From an optimization exercise on the open Yosys and OpenROAD flow, aimed at small area; shortcuts taken in it are not production practice.
In this exercise RTL edits were held to simulation tests only and were not proved equivalent to the original.
Power is estimated from default activity; no workload was simulated. No driver is modelled on the clock port, so clocking that relies on it looks cheaper here than on a real chip.

==> flow/design.v <==
`timescale 1ns / 1ps
module neuron_multi_level_output #(parameter length = 128, total_cores = 3, total_length = length * total_cores)
	(
	input wire clk,
	input wire rst,
	input wire output_trigger,
	input wire y_addr_trigger,
	input wire single_core,
	input wire [2:0] num_core,
	output reg idle,
	input wire [31:0] in_fifo_dout,
	input wire in_fifo_valid,
	output reg in_fifo_rd_en,
	output reg [255:0] out_fifo_din,
	output reg out_fifo_wr_en,
	input wire neuron_idle,
	input wire spi_valid,
	input wire [total_length-1:0] spi_input_row,
	input wire [255:0] spi_input_single_core,
	output reg spi_read_trigger,
	output reg neuron_reset_trigger,
	output reg turn_off_inference,
	output reg ext_inference_enable,
	output reg reg_reset
	);
parameter options_per_core = length * 8 / 256;
localparam NG = total_length / 32;           
localparam CW = 5;                           
parameter [3:0] STATE_IDLE = 4'd0;
parameter [3:0] STATE_PIPE_IN = 4'd1;
parameter [3:0] STATE_EXT_INF_ON_0 = 4'd2;
parameter [3:0] STATE_INF_MODE_OFF = 4'd3;
parameter [3:0] STATE_EXT_INF_OFF_0 = 4'd4;
parameter [3:0] STATE_NEURON_TRIG = 4'd5;
parameter [3:0] STATE_NEURON_WAIT = 4'd6;
parameter [3:0] STATE_SPI_TRIG = 4'd7;
parameter [3:0] STATE_SPI_WAIT = 4'd8;
parameter [3:0] STATE_UPDATE_FND_IDX = 4'd9;
parameter [3:0] STATE_UPDATE_NUM_STEP = 4'd10;
parameter [3:0] STATE_CHECK_FOUND = 4'd11;
parameter [3:0] STATE_PIPE_OUT = 4'd12;
parameter [3:0] STATE_EXT_INF_ON_1 = 4'd13;
parameter [3:0] STATE_INF_MODE_ON = 4'd14;
parameter [3:0] STATE_EXT_INF_OFF_1 = 4'd15;
reg [3:0] state, next_state;
reg [CW-1:0] cnt, next_cnt;         
reg [6:0] iter_number, next_iter_number;
wire first = (iter_number == 0);
reg all_found;        
reg [total_length-1:0] init_value;
reg [total_length-1:0] step_found;
wire [total_length-1:0] spi_input;
assign spi_input[255:0] = single_core ? spi_input_single_core : spi_input_row[255:0];
generate if (total_length > 256) begin: hi
	assign spi_input[total_length-1:256] = spi_input_row[total_length-1:256];
end endgenerate
always @(*) begin
	next_cnt = 0;
	next_iter_number = iter_number;
	next_state = state;
	case (state)
		STATE_IDLE: begin
			next_iter_number = 0;
			if (y_addr_trigger) next_state = STATE_PIPE_IN;
			else if (output_trigger) next_state = STATE_EXT_INF_ON_0;
		end
		STATE_PIPE_IN: begin
			next_iter_number = 0;
			if (in_fifo_valid) begin
				next_cnt = cnt + 1;
				if (cnt == NG - 1) next_state = STATE_IDLE;
			end else begin
				next_cnt = cnt;
			end
		end
		STATE_EXT_INF_ON_0: next_state = STATE_INF_MODE_OFF;
		STATE_INF_MODE_OFF: next_state = STATE_EXT_INF_OFF_0;
		STATE_EXT_INF_OFF_0: next_state = STATE_NEURON_TRIG;
		STATE_NEURON_TRIG: begin
			next_cnt = cnt + 1;
			if (cnt[1:0] == 3) next_state = STATE_NEURON_WAIT;
		end
		STATE_NEURON_WAIT: if (neuron_idle) next_state = STATE_SPI_TRIG;
		STATE_SPI_TRIG: begin
			next_cnt = cnt + 1;
			if (cnt[1:0] == 3) next_state = STATE_SPI_WAIT;
		end
		STATE_SPI_WAIT: if (spi_valid) next_state = STATE_UPDATE_FND_IDX;
		STATE_UPDATE_FND_IDX: next_state = STATE_UPDATE_NUM_STEP;
		STATE_UPDATE_NUM_STEP: next_state = STATE_CHECK_FOUND;
		STATE_CHECK_FOUND: begin
			next_iter_number = iter_number + 1;
			if ((first ? y_zero : all_found) || (iter_number == 100)) next_state = STATE_PIPE_OUT;
			else next_state = STATE_NEURON_TRIG;
		end
		STATE_PIPE_OUT: begin
			next_cnt = cnt + 1;
			if (single_core) begin
				if (cnt == 7) next_state = STATE_EXT_INF_ON_1;
			end else begin
				if (cnt == options_per_core*num_core-1) next_state = STATE_EXT_INF_ON_1;
			end
		end
		STATE_EXT_INF_ON_1: next_state = STATE_INF_MODE_ON;
		STATE_INF_MODE_ON: next_state = STATE_EXT_INF_OFF_1;
		STATE_EXT_INF_OFF_1: next_state = STATE_IDLE;
	endcase
end
always @(posedge clk) begin
	if (rst) begin
		state <= STATE_IDLE;
		cnt <= 0;
		iter_number <= 0;
		idle <= 0;
		spi_read_trigger <= 0;
		neuron_reset_trigger <= 0;
		in_fifo_rd_en <= 0;
		out_fifo_wr_en <= 0;
		turn_off_inference <= 0;
		ext_inference_enable <= 0;
		reg_reset <= 0;
	end else begin
		state <= next_state;
		cnt <= next_cnt;
		iter_number <= next_iter_number;
		idle <= (state == STATE_IDLE);
		in_fifo_rd_en <= (state == STATE_PIPE_IN);
		ext_inference_enable <= (state == STATE_EXT_INF_ON_0) || (state == STATE_INF_MODE_OFF) ||
		                        (state == STATE_EXT_INF_ON_1) || (state == STATE_INF_MODE_ON);
		turn_off_inference <= (state >= STATE_INF_MODE_OFF) && (state <= STATE_EXT_INF_ON_1);
		neuron_reset_trigger <= (state == STATE_NEURON_TRIG);
		spi_read_trigger <= (state == STATE_SPI_TRIG);
		reg_reset <= (state == STATE_UPDATE_FND_IDX);
		out_fifo_wr_en <= (state == STATE_PIPE_OUT);
	end
end
wire upd = (state == STATE_UPDATE_FND_IDX);
wire pipe_in = (state == STATE_PIPE_IN);
wire [total_length-1:0] diff = spi_input ^ init_value;
reg [NG*256-1:0] ring;
reg [3:0] phase;
wire [3:0] next_phase = (phase == NG - 1) ? 4'd0 : phase + 1'b1;
reg clearing;        
reg armed;           
reg restoring;       
reg y_zero;          
reg [6:0] wr_step;   
wire clr = rst || clearing || pipe_in;
always @(posedge clk) begin
	if (rst) begin
		phase <= 0;
		clearing <= 1;
		armed <= 0;
		restoring <= 0;
		y_zero <= 1;
	end else begin
		phase <= next_phase;
		if (phase == NG - 1) clearing <= 0;
		if (pipe_in) begin
			restoring <= 0;
			armed <= 0;
		end else if (upd) begin
			restoring <= first;
			armed <= !first;
		end
		if (state == STATE_IDLE && y_addr_trigger) y_zero <= 1;
		else if (pipe_in && in_fifo_valid && in_fifo_dout != 0) y_zero <= 0;
	end
	if (upd) wr_step <= iter_number;
	if (state == STATE_UPDATE_NUM_STEP) all_found <= ~| not_found;
end
wire [NG-1:0] at_head;
reg [31:0] head_nf;
integer h;
always @(*) begin
	head_nf = 0;
	for (h = 0; h < NG; h = h + 1)
		head_nf = head_nf | ({32{at_head[h]}} & not_found[h*32 +: 32]);
end
wire [255:0] head_in = ring[255:0];
wire [255:0] head_out;
wire [31:0] head_y;    
wire [6:0] head_step = clr ? 7'd0 : wr_step;
genvar g, n;
generate
for (n = 0; n < 32; n = n + 1) begin: hd
	assign head_y[n] = !head_in[n*8 + 7] || (head_in[n*8 +: 7] != 0);
	wire wr = clr || (armed && !head_nf[n] && !head_in[n*8 + 7]);
	assign head_out[n*8 +: 7] = wr ? head_step : head_in[n*8 +: 7];
	assign head_out[n*8 + 7] = clearing || (restoring ? !head_y[n] : !head_nf[n]);
end
endgenerate
always @(posedge clk)
	ring <= {head_out, ring[NG*256-1:256]};
wire cmp = upd && !first;
wire [total_length-1:0] cmp_v = {{(total_length-256){cmp && !single_core}}, {256{cmp}}};
wire [31:0] nf_bus = pipe_in ? in_fifo_dout : clearing ? 32'd0 : head_y;
reg [total_length-1:0] not_found;
always @(*) step_found = ~not_found;
always @(posedge clk)
	if (upd && first) init_value <= spi_input;
generate
for (g = 0; g < NG; g = g + 1) begin: grp
	assign at_head[g] = (phase == g);
	wire ld = (pipe_in && in_fifo_valid && cnt == g) ||
	          ((restoring || clearing) && !pipe_in && !upd && at_head[g]);
	always @(posedge clk)
		not_found[g*32 +: 32] <= ({32{ld}} & nf_bus) |
			(not_found[g*32 +: 32] & {32{!ld}} & ~(cmp_v[g*32 +: 32] & diff[g*32 +: 32]));
end
endgenerate
wire [NG-1:0] grp_sel_d;
generate
for (g = 0; g < NG; g = g + 1) begin: ogrp
	localparam integer SM = (total_cores - 1 - g / options_per_core) * options_per_core + g % options_per_core;
	if (g < 8)
		assign grp_sel_d[g] = single_core ? (next_cnt == g + 1) : (next_cnt == SM + 1);
	else
		assign grp_sel_d[g] = !single_core && (next_cnt == SM + 1);
end
endgenerate
reg [NG-1:0] stg_sel_d;
integer a, b;
always @(*) begin
	stg_sel_d = 0;
	for (a = 0; a < NG; a = a + 1)        
		for (b = 0; b < NG; b = b + 1)    
			stg_sel_d[a] = stg_sel_d[a] | (grp_sel_d[b] && next_phase == (b - a + NG) % NG);
end
reg [NG-1:0] grp_sel, stg_sel;
always @(posedge clk) begin
	grp_sel <= grp_sel_d;
	stg_sel <= stg_sel_d;
end
reg [31:0] o_init, o_found;
reg [255:0] o_ring;
integer k;
always @(*) begin
	o_init = 0;
	o_found = 0;
	o_ring = 0;
	for (k = 0; k < NG; k = k + 1) begin
		o_init = o_init | ({32{grp_sel[k]}} & init_value[k*32 +: 32]);
		o_found = o_found | ({32{grp_sel[k]}} & step_found[k*32 +: 32]);
		o_ring = o_ring | ({256{stg_sel[k]}} & ring[k*256 +: 256]);
	end
end
wire [255:0] dout;
genvar i, j;
generate
for (i = 0; i < 8; i = i + 1) begin: w
	for (j = 0; j < 4; j = j + 1) begin: b
		localparam integer L = i*4 + j;
		wire pend = armed && o_found[L] && !o_ring[L*8 + 7];
		assign dout[(7-i)*32 + j*8 +: 7] = pend ? wr_step : o_ring[L*8 +: 7];
		assign dout[(7-i)*32 + j*8 + 7] = o_init[L];
	end
end
endgenerate
always @(*) out_fifo_din = dout;
endmodule
Settings: LEC_CHECK=0, CAP_MARGIN=20, CORE_MARGIN=2, CORE_UTILIZATION=45, PLACE_DENSITY=0.6, SLEW_MARGIN=20; clock period 10.0 ns.
standard.sh (not shown) runs the stock make flow with config.mk's settings and CLKGATE_MAP_FILE= SYNTH_SCRIPT=/design/flow/synth_recipe.tcl, a recipe that flattens the netlist after the stock synthesis.
==> flow/flow/run.sh <==
#!/bin/bash
set -euo pipefail
CTS="-sink_clustering_enable -repair_clock_nets -sink_clustering_size 28 -sink_clustering_max_diameter 100 -sink_clustering_buffer sky130_fd_sc_hd__clkbuf_16 -buf_list {sky130_fd_sc_hd__clkbuf_4 sky130_fd_sc_hd__clkbuf_8} -dont_use_dummy_load"
bash standard.sh "CTS_ARGS=$CTS" "BUFFER_PORTS_ARGS=-buffer_cell sky130_fd_sc_hd__buf_1" finish > standard.log 2>&1
The first run went through all stages and came out clean.
Rerun with:
==> flow/flow/run.sh (replaced) <==
#!/bin/bash
set -euo pipefail
CTS="-sink_clustering_enable -repair_clock_nets -sink_clustering_size 25 -sink_clustering_max_diameter 100 -sink_clustering_buffer sky130_fd_sc_hd__clkbuf_16 -buf_list {sky130_fd_sc_hd__clkbuf_4 sky130_fd_sc_hd__clkbuf_8} -dont_use_dummy_load"
bash standard.sh "CTS_ARGS=$CTS" "BUFFER_PORTS_ARGS=-buffer_cell sky130_fd_sc_hd__buf_1" "RECOVER_POWER=100" finish > standard.log 2>&1
Outcome: With this change the flow produced a layout that fails on capacitance limit, slew limit; cell area hardly moves; wire length is about the same; maximum frequency shrinks by 18%; setup slack degrades by 1.6 ns; cell count barely changes; sequential share of layout area stays flat; synthesized area stays the same.
Rerun with:
==> flow/flow/run.sh (replaced) <==
#!/bin/bash
set -euo pipefail
CTS="-sink_clustering_enable -repair_clock_nets -sink_clustering_size 25 -sink_clustering_max_diameter 100 -sink_clustering_buffer sky130_fd_sc_hd__clkbuf_16 -buf_list {sky130_fd_sc_hd__clkbuf_4 sky130_fd_sc_hd__clkbuf_8} -dont_use_dummy_load"
bash standard.sh "CTS_ARGS=$CTS" "BUFFER_PORTS_ARGS=-buffer_cell sky130_fd_sc_hd__buf_1" finish > standard.log 2>&1
- With this change the flow finished with timing, DRC and antenna clean
- wire length hardly moves
- power is about the same
- synthesized cell count does not change
- core utilization is higher by 0.18 points
- design area is higher by 0.37%
- sequential power stays flat
- die area is unchanged
- final cell count barely changes
- non-clock buffer count does not change
- area after synthesis does not change
- via count barely changes
Rerun with:
- PLACE_DENSITY: 0.6 -> 0.72
=> Hold slack gets worse by 0.025 ns; power barely changes; global-route usage rises by 0.11 points; via count rises by about 1.8%; wire length rises by 0.39%; synthesized area stays the same; flip-flop and latch count is unchanged; sequential share of layout area is about the same; cell count hardly moves; final area stays flat.

---

build 60:
neuron_multi_level_output, a different RTL version from the one above (not shown whole).
For scale: about 4,300 flip-flops, roughly 140,000 um^2 of cells after synthesis.
Settings: LEC_CHECK=0, CAP_MARGIN=20, CORE_MARGIN=2, CORE_UTILIZATION=58, PLACE_DENSITY=0.68, SLEW_MARGIN=20; clock period 10.0 ns.
==> flow/flow/run.sh <==
#!/bin/bash
set -euo pipefail
CTS="-sink_clustering_enable -repair_clock_nets -sink_clustering_size 30 -sink_clustering_max_diameter 100 -buf_list {sky130_fd_sc_hd__clkbuf_4 sky130_fd_sc_hd__clkbuf_8 sky130_fd_sc_hd__clkbuf_16} -dont_use_dummy_load"
bash standard.sh "CTS_ARGS=$CTS" "BUFFER_PORTS_ARGS=-buffer_cell sky130_fd_sc_hd__buf_1" finish > standard.log 2>&1
Build 60 | status: complete | timing, DRC, antenna: pass
Inputs modified between build 60 and build 94:
Settings: changing PLACE_DENSITY from 0.68 to 0.6; changing CORE_UTILIZATION from 58 to 45.
==> flow/flow/run.sh <==
#!/bin/bash
set -euo pipefail
CTS="-sink_clustering_enable -repair_clock_nets -sink_clustering_size 25 -sink_clustering_max_diameter 100 -dont_use_dummy_load"
bash standard.sh "CTS_ARGS=$CTS" "BUFFER_PORTS_ARGS=-buffer_cell sky130_fd_sc_hd__buf_1" finish > standard.log 2>&1
### Flow results
- Comparing the two runs side by side, build 94 comes out behind build 60 on highest achievable clock rate.
- Comparing build 60 and build 94, the higher wire length on met3 was measured on build 60.
- Cmp build 94 vs build 60: global routing usage summed across all routing layers lower in build 94
- For width of the die, dividing the value from build 94 by the value from build 60 gives 1.13.
- There was hardly any difference in area taken by multi-input logic gates between build 60 and build 94.
- Against build 60, final instance count without filler cells in build 94 rose by a few percent.
- The final reports for build 94 and build 60 show transition time at the pin with the least slew margin higher in the former.
- Against build 60 as the reference, build 94 delivers a higher power density over the cells.
#### Input delta (build 56 over build 94)
Settings: SLEW_MARGIN changed from 20 to 5; CAP_MARGIN changed from 20 to 5.
Notes after the runs:
- Build 56 finished all stages; however, its layout fails the closing checks, the failures being max-capacitance violations, max-slew violations.
- Overall track demand over capacity in global routing across build 94 and build 56: no real change.
- Pre-CTS setup slack on build 56 is up relative to build 94.
- Build 56 gives more final critical-path required period than build 94 did.
- The setup slack of build 56 is smaller than that of build 94.
- The sequential share of layout area of build 94 and that of build 56 are within noise of each other.
- On wire length, build 94 and build 56 are basically level.
- Between build 56 and build 94, the count of non-filler cells in the finished layout figures differ only marginally.

---

Starting RTL as in the previous note.
clock: 10.0 ns
lec_check: 0
cap_margin: 20
core_margin: 2
core_utilization: 50
place_density: 0.62
slew_margin: 20
==> flow/flow/run.sh <==
#!/bin/bash
set -euo pipefail
CTS="-sink_clustering_enable -repair_clock_nets -sink_clustering_size 30 -sink_clustering_max_diameter 100 -buf_list {sky130_fd_sc_hd__clkbuf_4 sky130_fd_sc_hd__clkbuf_8 sky130_fd_sc_hd__clkbuf_16} -dont_use_dummy_load"
bash standard.sh "CTS_ARGS=$CTS" "BUFFER_PORTS_ARGS=-buffer_cell sky130_fd_sc_hd__buf_1" finish > standard.log 2>&1
==> next run, changes <==
==> flow/run.sh (new file) <==
#!/bin/bash
# synth_recipe.tcl (not shown) runs the flow's synth.tcl, then flattens the netlist and writes it again
# the make line also repeats each setting of config.mk as NAME=value (left out here)
make -C /OpenROAD-flow-scripts/flow DESIGN_CONFIG=/design/flow/config.mk WORK_HOME=/design/flow/orfs CLKGATE_MAP_FILE= SYNTH_SCRIPT=/design/flow/synth_recipe.tcl finish
CORE_UTILIZATION = 40   (was 50)
PLACE_DENSITY = 0.6   (was 0.62)
removed: flow/flow/run.sh
removed: flow/standard.sh
=> Worst setup slack gets better by 210 ps; count of clock-buffer cells in the layout increases by 420; final cell count rises by about 11%; final area came out higher by 12%; flip-flop and latch count stays the same; wire length increases by about 8%; via count grows by 2.6%.

[separate check: timing with driven ports]
In the flow no input, the clock included, has a driving cell. The finished layouts below were timed again as built, in two steps.
Step 1 sets driving cells, clkbuf_16 on the clock port and buf_2 on the other inputs (assumed; they add their load-dependent delay and slew).
Step 2 adds t to the input delays and takes it off the output delays; t is the mean of the earliest and latest rising clock arrival at the registers after step 1. Input paths then give back, and output paths get back, about the clock's delay inside the block.
Slacks: ideal ports / drivers / drivers and shift; pairs: ideal ports / drivers.
| run | t, ns | setup WS [ns] | worst setup path after step 2 | worst slew at a driven data input, ns | cell pins on the clock port's net |
|---|---|---|---|---|---|
| the first run of note 1 | 1.152 | 2.810 / 2.696 / 3.849 | register to output | 0.22 | 1 |
| the second run of note 1 | 1.157 | 1.237 / 1.124 / 1.334 | register to register | 0.24 | 1 |
| the third run of note 1 | 1.152 | 2.834 / 2.721 / 3.873 | register to output | 0.24 | 1 |
| the fourth run of note 1 | 1.121 | 2.776 / 2.680 / 3.801 | register to output | 0.30 | 1 |
| build 60 | 0.958 | 1.396 / 1.369 / 1.369 | input to output | 0.20 | 1 |
| build 94 | 1.004 | 1.083 / 0.866 / 0.866 | input to output | 0.23 | 1 |
| build 56 | 0.997 | 0.597 / 0.379 / 0.379 | input to output | 0.27 | 1 |
| the first run of note 3 | 0.963 | 0.664 / 0.640 / 0.640 | input to output | 0.21 | 1 |
| the second run of note 3 | 1.070 | 0.878 / 0.813 / 0.813 | input to output | 0.17 | 1 |
For build 56, which loses most, drivers alone change the setup slack by -0.218 ns; drivers and shift together by -0.218 ns.
